What follows belongs to an exercise in optimizing a design on an open flow for small area and a short achievable clock period; a production flow would make more cautious choices.
Where RTL was checked, it was by simulation tests only, not by an equivalence proof against the original.

== build 87 ==
## sigma_delta_dac_3rdorder
module sigma_delta_dac_3rdorder(
  input clk,
  input reset_n,
  input [15:0] d,
  output reg q
);
==> flow/config.mk <==
export PLATFORM = sky130hd
export DESIGN_NAME = sigma_delta_dac_3rdorder
export DESIGN_NICKNAME = sigma_delta_dac_3rdorder
export VERILOG_FILES = /design/flow/design.v
export SDC_FILE = /design/flow/constraint.sdc
export NUM_CORES = 4
export LEC_CHECK = 0
export CAP_MARGIN = 20
export CORE_MARGIN = 2
export CORE_UTILIZATION = 40
export SLEW_MARGIN = 20
==> flow/constraint.sdc <==
create_clock -name core_clock -period 7.0 [get_ports {clk}]
set_input_delay 1.4000 -clock core_clock [delete_from_list [all_inputs] [get_ports {clk}]]
set_output_delay 1.4000 -clock core_clock [all_outputs]
set_load 0.01 [all_outputs]
run.sh (not shown) runs the stock make flow with config.mk's settings and CLKGATE_MAP_FILE= SYNTH_SCRIPT=/design/flow/synth_recipe.tcl, a recipe that flattens the netlist after the stock synthesis.
Build 87 reached the final stage; the timing, design-rule and antenna checks on its layout passed.
## Diff of input files: build 89 against build 87
Settings: an added SETUP_SLACK_MARGIN of 3.0.
==> notes.md <==
- Build 89 completed every stage of the flow, and the final layout passed the timing, design-rule and antenna checks.
- Routed metal-1 wire length: build 89 vs build 87 up 65 µm
- Build 89 reports a higher area added between synthesis and finish than build 87 does.
- Diff build 87 and build 89: maximum single-stage delay on the critical path higher in build 87
- Looking at slowest stage cell on the critical path, the o41a_1 result is from build 89; the nor4bb_1 one comes from build 87.
Input changes introduced in build 1 (baseline for comparison: build 89):
Settings: putting CTS_CLUSTER_SIZE at 40 where nothing was set; putting CTS_BUF_LIST at sky130_fd_sc_hd__clkbuf_8 where nothing was set; putting CTS_CLUSTER_DIAMETER at 100 where nothing was set.
--- outcome ---
Build 1 | stages: all done | timing, DRC, antenna: all pass
The met1 usage in global routing on build 89 is in line with that on build 1.
Build 1 reports a higher post-layout minimum cycle time than build 89 does.
Build 1 — fraction of final layout cells sized beyond drive strength 1 0.37 points higher, build 89 as reference
Re worst-case clock skew: build 89 was lower than build 1.
Portion of the layout cell area used by clock cells was lower in build 1 than in build 89.
From build 89 to build 1 the numbers moved as follows: core utilization went down by 0.71 points, area growth from synthesis to layout went down by 1.7 points.
[inputs] build 66 vs build 1
Settings: clearing CTS_CLUSTER_DIAMETER, which used to be 100; clearing CTS_CLUSTER_SIZE, which used to be 40; clearing CTS_BUF_LIST, which used to be sky130_fd_sc_hd__clkbuf_8.
==> flow/flow/run.sh (new file) <==
#!/bin/bash
# The standard layout (standard.sh), with two changes to how it is made:
#  - clock tree synthesis with its own options (below), without dummy loads;
#  - port buffers of the smallest buffer cell (every port still gets one).
# Each tool's full output is in the ORFS logs under orfs/logs; make's own
# output is in standard.log.
bash standard.sh \
  "CTS_ARGS=-sink_clustering_enable -repair_clock_nets -buf_list sky130_fd_sc_hd__clkbuf_8 -dont_use_dummy_load -sink_clustering_size 30 -sink_clustering_max_diameter 150" \
  "BUFFER_PORTS_ARGS=-buffer_cell sky130_fd_sc_hd__buf_1" \
  finish > standard.log 2>&1
==> flow/standard.sh (new file) <==
#!/bin/bash
# synth_recipe.tcl (not shown) runs the flow's synth.tcl, then flattens the netlist and writes it again
# the make line also repeats each setting of config.mk as NAME=value (left out here)
make -C /OpenROAD-flow-scripts/flow DESIGN_CONFIG=/design/flow/config.mk WORK_HOME=/design/flow/orfs CLKGATE_MAP_FILE= SYNTH_SCRIPT=/design/flow/synth_recipe.tcl "${@:-finish}"
removed: flow/run.sh
Results
Area growth from synthesis to final layout in build 66 vs build 1: down 4.9 points. In the final reports, the cell area of build 66 is smaller than that of build 1. Max-slew headroom at the worst pin: lower on build 66. | sequential share of cell area | lower: build 1 |.

========
job 3921:
Another version of the RTL of sigma_delta_dac_3rdorder (not shown whole).
Size: roughly 72 flip-flops, roughly 19 I/O pins, roughly 5700 um^2 of cells after synthesis.
make LEC_CHECK=0 CAP_MARGIN=20 CORE_MARGIN=2 CORE_UTILIZATION=40 SLEW_MARGIN=20 finish   # period 7.0 ns
Stock flow here: none of the scripts above is used.
For job 5603, these inputs were changed with respect to job 3921:
Settings: SETUP_SLACK_MARGIN: unset -> 3.0.
## What came out
In summary, job 5603 completed successfully, with a layout that passed the timing, design-rule and antenna checks. Compared with job 3921, in job 5603 logic depth of the worst register-to-register path increased by 1 relative to the old numbers, largest net degree at the start of global routing held steady. Diff job 3921 and job 5603: time the final worst path needs with I/O delays and setup lower in job 5603. Looking only at number of post-CTS setup repair buffers, and setting everything else aside, the lower value of job 3921 and job 5603 goes to job 3921. Min via total after detailed routing across job 3921 and job 5603: job 3921. Reported for job 3921 and job 5603, max-slew violation total from the final report turned out identical to the last digit. The least setup slack across all paths after layout of job 5603 was superior to that of job 3921. Of job 3921 and job 5603, job 3921 shows the lower sum of buffers and inverters on the critical path, with job 5603 above it. Transition at the pin with the smallest max-transition slack up 0.0082 ns in job 5603 wrt job 3921. Between job 5603 and job 3921, the global-route track usage on met1 does not differ in any meaningful way.
Modified inputs, job 7708 compared to job 5603
Settings: a change of SETUP_SLACK_MARGIN from 3.0 to 3.5.
[summary]
The pre-CTS setup slack number comes out higher for job 7708 vs job 5603.
Job 7708 vs job 5603, final non-filler cell area went up by about 5%.
Taking job 5603 as the reference, in job 7708 worst hold slack increased by 0.0086 ns relative to the old numbers; via count rose by about 2%; fmax shows an increase of about 3%.
Going from job 5603 to job 7708, the setup slack was found to have gone up by 0.11 ns.
Buffering overhead (job 7708 over job 5603): increase, 0.96 points
Job 5603 -> job 7708: count of plain and timing-repair buffers in the layout increased by more than a quarter
Function was not checked in any run of this note: the RTL went through the layout flow alone.

========
Setup of job 1832:
Another version of the RTL of sigma_delta_dac_3rdorder (not shown whole).
Size in the first run: ~500 cells after synthesis, ~71 flip-flops, ~19 I/O pins, roughly 0.0056 mm² of cells after synthesis.
clock: 7.0 ns
lec_check: 0
cap_margin: 20
core_margin: 2
core_utilization: 60
setup_slack_margin: 3.6
slew_margin: 20
tns_end_percent: 0
standard.sh (not shown) runs the stock make flow with config.mk's settings and CLKGATE_MAP_FILE= SYNTH_SCRIPT=/design/flow/synth_recipe.tcl, a recipe that flattens the netlist after the stock synthesis.
==> flow/flow/run.sh <==
#!/bin/bash
# The standard layout (standard.sh) with two changes to how it is made:
#  - clock tree synthesis from clkbuf_8 buffers only, without dummy loads;
#  - port buffers of the smallest buffer cell (every port still gets one).
# Synthesis, floorplan, power grid, placement, routing and the rest are
# standard.sh's.  Each tool's full output is in the ORFS logs under
# orfs/logs; make's own output is in standard.log.
bash standard.sh \
  "CTS_ARGS=-sink_clustering_enable -repair_clock_nets -buf_list sky130_fd_sc_hd__clkbuf_8 -dont_use_dummy_load" \
  "BUFFER_PORTS_ARGS=-buffer_cell sky130_fd_sc_hd__buf_1" \
  finish > standard.log 2>&1
> inputs changed (job 1832 -> job 8878)
# job 1832
export LEC_CHECK = 0
export CAP_MARGIN = 20
export CORE_MARGIN = 2
export CORE_UTILIZATION = 60
export SETUP_SLACK_MARGIN = 3.6
export SLEW_MARGIN = 20
export TNS_END_PERCENT = 0
create_clock -name core_clock -period 7.0 [get_ports {clk}]
# job 8878
export LEC_CHECK = 0
export CAP_MARGIN = 20
export CORE_MARGIN = 2
export CORE_UTILIZATION = 40
export SETUP_SLACK_MARGIN = 3.9
export SLEW_MARGIN = 20
create_clock -name core_clock -period 7.0 [get_ports {clk}]
==> flow/flow/run.sh <==
#!/bin/bash
# The standard layout (standard.sh) with changes to how it is made:
#  - clock tree synthesis with its own options (below), without dummy loads;
#  - port buffers of the smallest buffer cell (every port still gets one);
#  - extra make settings: 
# Each tool's full output is in the ORFS logs under orfs/logs; make's own
# output is in standard.log.
bash standard.sh \
  "CTS_ARGS=-sink_clustering_enable -repair_clock_nets -buf_list sky130_fd_sc_hd__clkbuf_8 -dont_use_dummy_load" \
  "BUFFER_PORTS_ARGS=-buffer_cell sky130_fd_sc_hd__buf_1" \
   \
  finish > standard.log 2>&1
==> notes.md <==
- Delta(global routing usage on met2, job 8878 - job 1832) < 0
- Summary of job 8878 over job 1832: shortest period the worst path allows rose 0.052 ns; final instance area higher.
- Against job 1832, job 8878 comes in 3 higher on critical path depth.
- Job 1832 reports its capturing instance or port of the critical path as nf23 while job 8878 reports fr[14].
- Job 8878 against job 1832; count of placed standard cells including taps is up by more than 10%.
- In job 8878, the routed wire length came out about 2.4% above the value in job 1832.
For job 9928, these inputs were changed with respect to job 8878:
# job 8878
export LEC_CHECK = 0
export CAP_MARGIN = 20
export CORE_MARGIN = 2
export CORE_UTILIZATION = 40
export SETUP_SLACK_MARGIN = 3.9
export SLEW_MARGIN = 20
create_clock -name core_clock -period 7.0 [get_ports {clk}]
# job 9928
export LEC_CHECK = 0
export CAP_MARGIN = 20
export CORE_MARGIN = 2
export CORE_UTILIZATION = 60
export SETUP_SLACK_MARGIN = 3.6
export SLEW_MARGIN = 20
export TNS_END_PERCENT = 0
create_clock -name core_clock -period 7.0 [get_ports {clk}]
==> flow/flow/run.sh <==
#!/bin/bash
# The standard layout (standard.sh) with changes to how it is made:
#  - synthesis: synth_recipe.tcl with the final ABC mapping script
#    flow/abc_map.script (flow/synth_abc.tcl);
#  - clock tree synthesis with clkbuf_8 buffers and no dummy loads;
#  - port buffers of the smallest buffer cell (every port still gets one).
# Each tool's full output is in the ORFS logs under orfs/logs; make's own
# output is in standard.log.
export FLOW_ABC_SCRIPT=$PWD/flow/abc_map.script
bash standard.sh \
  "SYNTH_SCRIPT=$PWD/flow/synth_abc.tcl" \
  "CTS_ARGS=-sink_clustering_enable -repair_clock_nets -buf_list sky130_fd_sc_hd__clkbuf_8 -dont_use_dummy_load" \
  "BUFFER_PORTS_ARGS=-buffer_cell sky130_fd_sc_hd__buf_1" \
   finish > standard.log 2>&1
==> flow/flow/abc_map.script (new file) <==
strash
dch -f
map -a
topo
stime -c
buffer -c
upsize -c
dnsize -c
==> flow/flow/synth_abc.tcl (new file) <==
# synth_recipe.tcl (the standard synthesis) with one change: the final ABC
# technology mapping runs flow/abc_map.script instead of ORFS's
# abc_speed.script.  Registers, flattening and renaming are as in
# synth_recipe.tcl.
proc synth {args} { yosys synth -nofsm -noshare {*}$args }
proc abc {args} {
  set i [lsearch -exact $args -script]
  if { $i >= 0 } { lset args [expr {$i + 1}] $::env(FLOW_ABC_SCRIPT) }
  puts "abc with script $::env(FLOW_ABC_SCRIPT)"
  yosys abc {*}$args
}
source $::env(SCRIPTS_DIR)/synth.tcl
# left out here: clear keep_hierarchy, flatten, clean up, hide names made inside functions, write 1_2_yosys.v
Notes after the runs:
Job 9928 against job 8878: clock distribution area overhead in the final layout shows no meaningful change, count of inverters other than clock inverters in the layout shows an increase of 41%. Job 9928 — post-placement setup slack 0.12 ns lower, job 8878 as reference.

========
== try-harbor ==
Another version of the RTL of sigma_delta_dac_3rdorder (not shown whole).
Size: roughly 19 I/O pins.
## sigma_delta_dac_3rdorder
module sigma_delta_dac_3rdorder(
  input clk,
  input reset_n,
  input [15:0] d,
  output reg q
);
clock: 7.0 ns
lec_check: 0
cap_margin: 20
core_margin: 2
core_utilization: 40
setup_slack_margin: 3.6
slew_margin: 20
==> flow/flow/run.sh <==
#!/bin/bash
# The standard layout (standard.sh) with changes to how it is made:
#  - clock tree synthesis with its own options (below), without dummy loads;
#  - port buffers of the smallest buffer cell (every port still gets one);
#  - extra make settings: 
# Each tool's full output is in the ORFS logs under orfs/logs; make's own
# output is in standard.log.
bash standard.sh \
  "CTS_ARGS=-sink_clustering_enable -repair_clock_nets -buf_list sky130_fd_sc_hd__clkbuf_8 -dont_use_dummy_load" \
  "BUFFER_PORTS_ARGS=-buffer_cell sky130_fd_sc_hd__buf_1" \
   \
  finish > standard.log 2>&1
What try-pepper does differently from try-harbor at the input level:
--- a/flow/config.mk
+++ b/flow/config.mk
@@ -8,5 +8,6 @@
 export CAP_MARGIN = 20
 export CORE_MARGIN = 2
-export CORE_UTILIZATION = 40
+export CORE_UTILIZATION = 60
 export SETUP_SLACK_MARGIN = 3.6
 export SLEW_MARGIN = 20
+export TNS_END_PERCENT = 0
Results
[compare] base=try-harbor new=try-pepper: post-layout worst setup margin lower, distinct cell type count after synthesis flat, die boundary width decreased 18%, routed wire length went down by 460 um. Hold slack deteriorates in try-pepper relative to try-harbor. Compared with try-harbor, try-pepper ends up with less cell area.
Function was not checked in any run of this note: the RTL went through the layout flow alone.

========
sigma_delta_dac_3rdorder with an RTL version that a note above also has.
For scale: about 500 cells after synthesis, roughly 19 I/O pins, about 5600 um^2 of cells after synthesis.
## sigma_delta_dac_3rdorder
module sigma_delta_dac_3rdorder(
  input clk,
  input reset_n,
  input [15:0] d,
  output reg q
);
==> flow/config.mk <==
export PLATFORM = sky130hd
export DESIGN_NAME = sigma_delta_dac_3rdorder
export DESIGN_NICKNAME = sigma_delta_dac_3rdorder
export VERILOG_FILES = /design/flow/design.v
export SDC_FILE = /design/flow/constraint.sdc
export NUM_CORES = 4
export LEC_CHECK = 0
export CAP_MARGIN = 20
export CORE_MARGIN = 2
export CORE_UTILIZATION = 60
export SETUP_SLACK_MARGIN = 3.7
export SLEW_MARGIN = 20
export TNS_END_PERCENT = 0
==> flow/constraint.sdc <==
create_clock -name core_clock -period 7.0 [get_ports {clk}]
set_input_delay 1.4000 -clock core_clock [delete_from_list [all_inputs] [get_ports {clk}]]
set_output_delay 1.4000 -clock core_clock [all_outputs]
set_load 0.01 [all_outputs]
Scripts as last shown in full above: flow/flow/run.sh
Change:
--- a/flow/config.mk
+++ b/flow/config.mk
@@ -8,6 +8,5 @@
 export CAP_MARGIN = 20
 export CORE_MARGIN = 2
-export CORE_UTILIZATION = 60
-export SETUP_SLACK_MARGIN = 3.7
+export CORE_UTILIZATION = 40
+export SETUP_SLACK_MARGIN = 3.6
 export SLEW_MARGIN = 20
-export TNS_END_PERCENT = 0
The changed run completed without violations.
Synthesized cell count does not change.
Flip-flop and latch count stays the same.
Worst hold slack gets better by 5.4 ps.
Die area increases by well over a third.
Change:
==> flow/flow/run.sh (replaced) <==
#!/bin/bash
# The standard layout (standard.sh) with changes to how it is made:
#  - clock tree synthesis with its own options (below), without dummy loads;
#  - port buffers of the smallest buffer cell (every port still gets one);
#  - extra make settings: SKIP_GATE_CLONING=1
# Each tool's full output is in the ORFS logs under orfs/logs; make's own
# output is in standard.log.
bash standard.sh \
  "CTS_ARGS=-sink_clustering_enable -repair_clock_nets -buf_list sky130_fd_sc_hd__clkbuf_8 -dont_use_dummy_load" \
  "BUFFER_PORTS_ARGS=-buffer_cell sky130_fd_sc_hd__buf_1" \
  SKIP_GATE_CLONING=1 \
  finish > standard.log 2>&1
--- a/flow/config.mk
+++ b/flow/config.mk
@@ -8,5 +8,6 @@
 export CAP_MARGIN = 20
 export CORE_MARGIN = 2
-export CORE_UTILIZATION = 40
+export CORE_UTILIZATION = 60
 export SETUP_SLACK_MARGIN = 3.6
 export SLEW_MARGIN = 20
+export TNS_END_PERCENT = 0
The new run finished with timing, DRC and antenna clean; cell area goes down by about 1.8%; clock skew goes up by 5.6 ps; global-route usage goes up by 7.3 points.
Change:
==> flow/flow/run.sh (replaced) <==
#!/bin/bash
# The standard layout (standard.sh) with changes to how it is made:
#  - synthesis: synth_recipe.tcl with the final ABC mapping script
#    flow/abc_map.script (flow/synth_abc.tcl);
#  - clock tree synthesis with clkbuf_8 buffers and no dummy loads;
#  - port buffers of the smallest buffer cell (every port still gets one).
# Each tool's full output is in the ORFS logs under orfs/logs; make's own
# output is in standard.log.
export FLOW_ABC_SCRIPT=$PWD/flow/abc_map.script
bash standard.sh \
  "SYNTH_SCRIPT=$PWD/flow/synth_abc.tcl" \
  "CTS_ARGS=-sink_clustering_enable -repair_clock_nets -buf_list sky130_fd_sc_hd__clkbuf_8 -dont_use_dummy_load" \
  "BUFFER_PORTS_ARGS=-buffer_cell sky130_fd_sc_hd__buf_1" \
   finish > standard.log 2>&1
==> flow/flow/abc_map.script (new file) <==
strash
dch -f
map
topo
stime -c
buffer -c
upsize -c
dnsize -c
==> flow/flow/synth_abc.tcl (new file) <==
# synth_recipe.tcl (the standard synthesis) with one change: the final ABC
# technology mapping runs flow/abc_map.script instead of ORFS's
# abc_speed.script.  Registers, flattening and renaming are as in
# synth_recipe.tcl.
proc synth {args} { yosys synth -nofsm -noshare {*}$args }
proc abc {args} {
  set i [lsearch -exact $args -script]
  if { $i >= 0 } { lset args [expr {$i + 1}] $::env(FLOW_ABC_SCRIPT) }
  puts "abc with script $::env(FLOW_ABC_SCRIPT)"
  yosys abc {*}$args
}
source $::env(SCRIPTS_DIR)/synth.tcl
# left out here: clear keep_hierarchy, flatten, clean up, hide names made inside functions, write 1_2_yosys.v
After rerunning:
- worst setup slack is better by 14 ps
- wire length rose by 14%
- worst hold slack is worse by 9.6 ps
- synthesized cell count rose by about 16%
- final area rose by 11%
- clock skew rose by 5.7 ps
- flip-flop and latch count stays the same
- global-route usage rose by 0.50 points

-- port drivers added, routing unchanged --
Ports are ideal in the flow. The routed layouts listed here were re-timed in OpenROAD.
Step 1 sets driving cells, clkbuf_16 on the clock port and buf_2 on the other inputs (assumed; they add their load-dependent delay and slew).
Step 2 moves the port delays by t, midway between the first and last clock arrival at a register: inputs arrive t later, outputs are due t later. That takes back most of the time a late clock gives input paths.
a / b / c = ideal ports / drivers / drivers and shift; a / b = the first two.
run	shift t [ns]	setup slack, ns	clock arrival spread, ns	worst slew at a driven data input, ns
build 87	0.365	2.792 / 2.803 / 2.438	0.003 / 0.003	0.04
build 89	0.365	3.108 / 3.123 / 2.758	0.003 / 0.004	0.04
build 1	0.390	3.078 / 3.090 / 2.700	0.008 / 0.008	0.04
build 66	0.382	3.212 / 3.217 / 2.839	0.012 / 0.011	0.03
job 3921	0.383	2.822 / 2.822 / 2.551	0.006 / 0.005	0.04
job 5603	0.381	3.085 / 3.102 / 2.721	0.005 / 0.005	0.04
job 7708	0.382	3.194 / 3.194 / 3.161	0.007 / 0.007	0.04
job 1832	0.376	3.597 / 3.597 / 3.304	0.014 / 0.013	0.04
job 8878	0.397	3.544 / 3.544 / 3.521	0.012 / 0.012	0.04
job 9928	0.373	3.373 / 3.373 / 3.213	0.017 / 0.017	0.04
try-harbor	0.391	3.255 / 3.255 / 3.230	0.011 / 0.011	0.03
try-pepper	0.388	3.232 / 3.232 / 2.962	0.013 / 0.013	0.04
the first run of note 5	0.370	3.505 / 3.505 / 3.224	0.021 / 0.021	0.03
the second run of note 5	0.394	3.563 / 3.563 / 3.438	0.007 / 0.008	0.03
the third run of note 5	0.376	3.597 / 3.597 / 3.304	0.014 / 0.013	0.04
the fourth run of note 5	0.383	3.610 / 3.610 / 3.361	0.018 / 0.019	0.03
After both steps setup and hold are still met in every run listed. For build 1, which loses most, drivers alone change the setup slack by +0.012 ns; drivers and shift together by -0.378 ns.
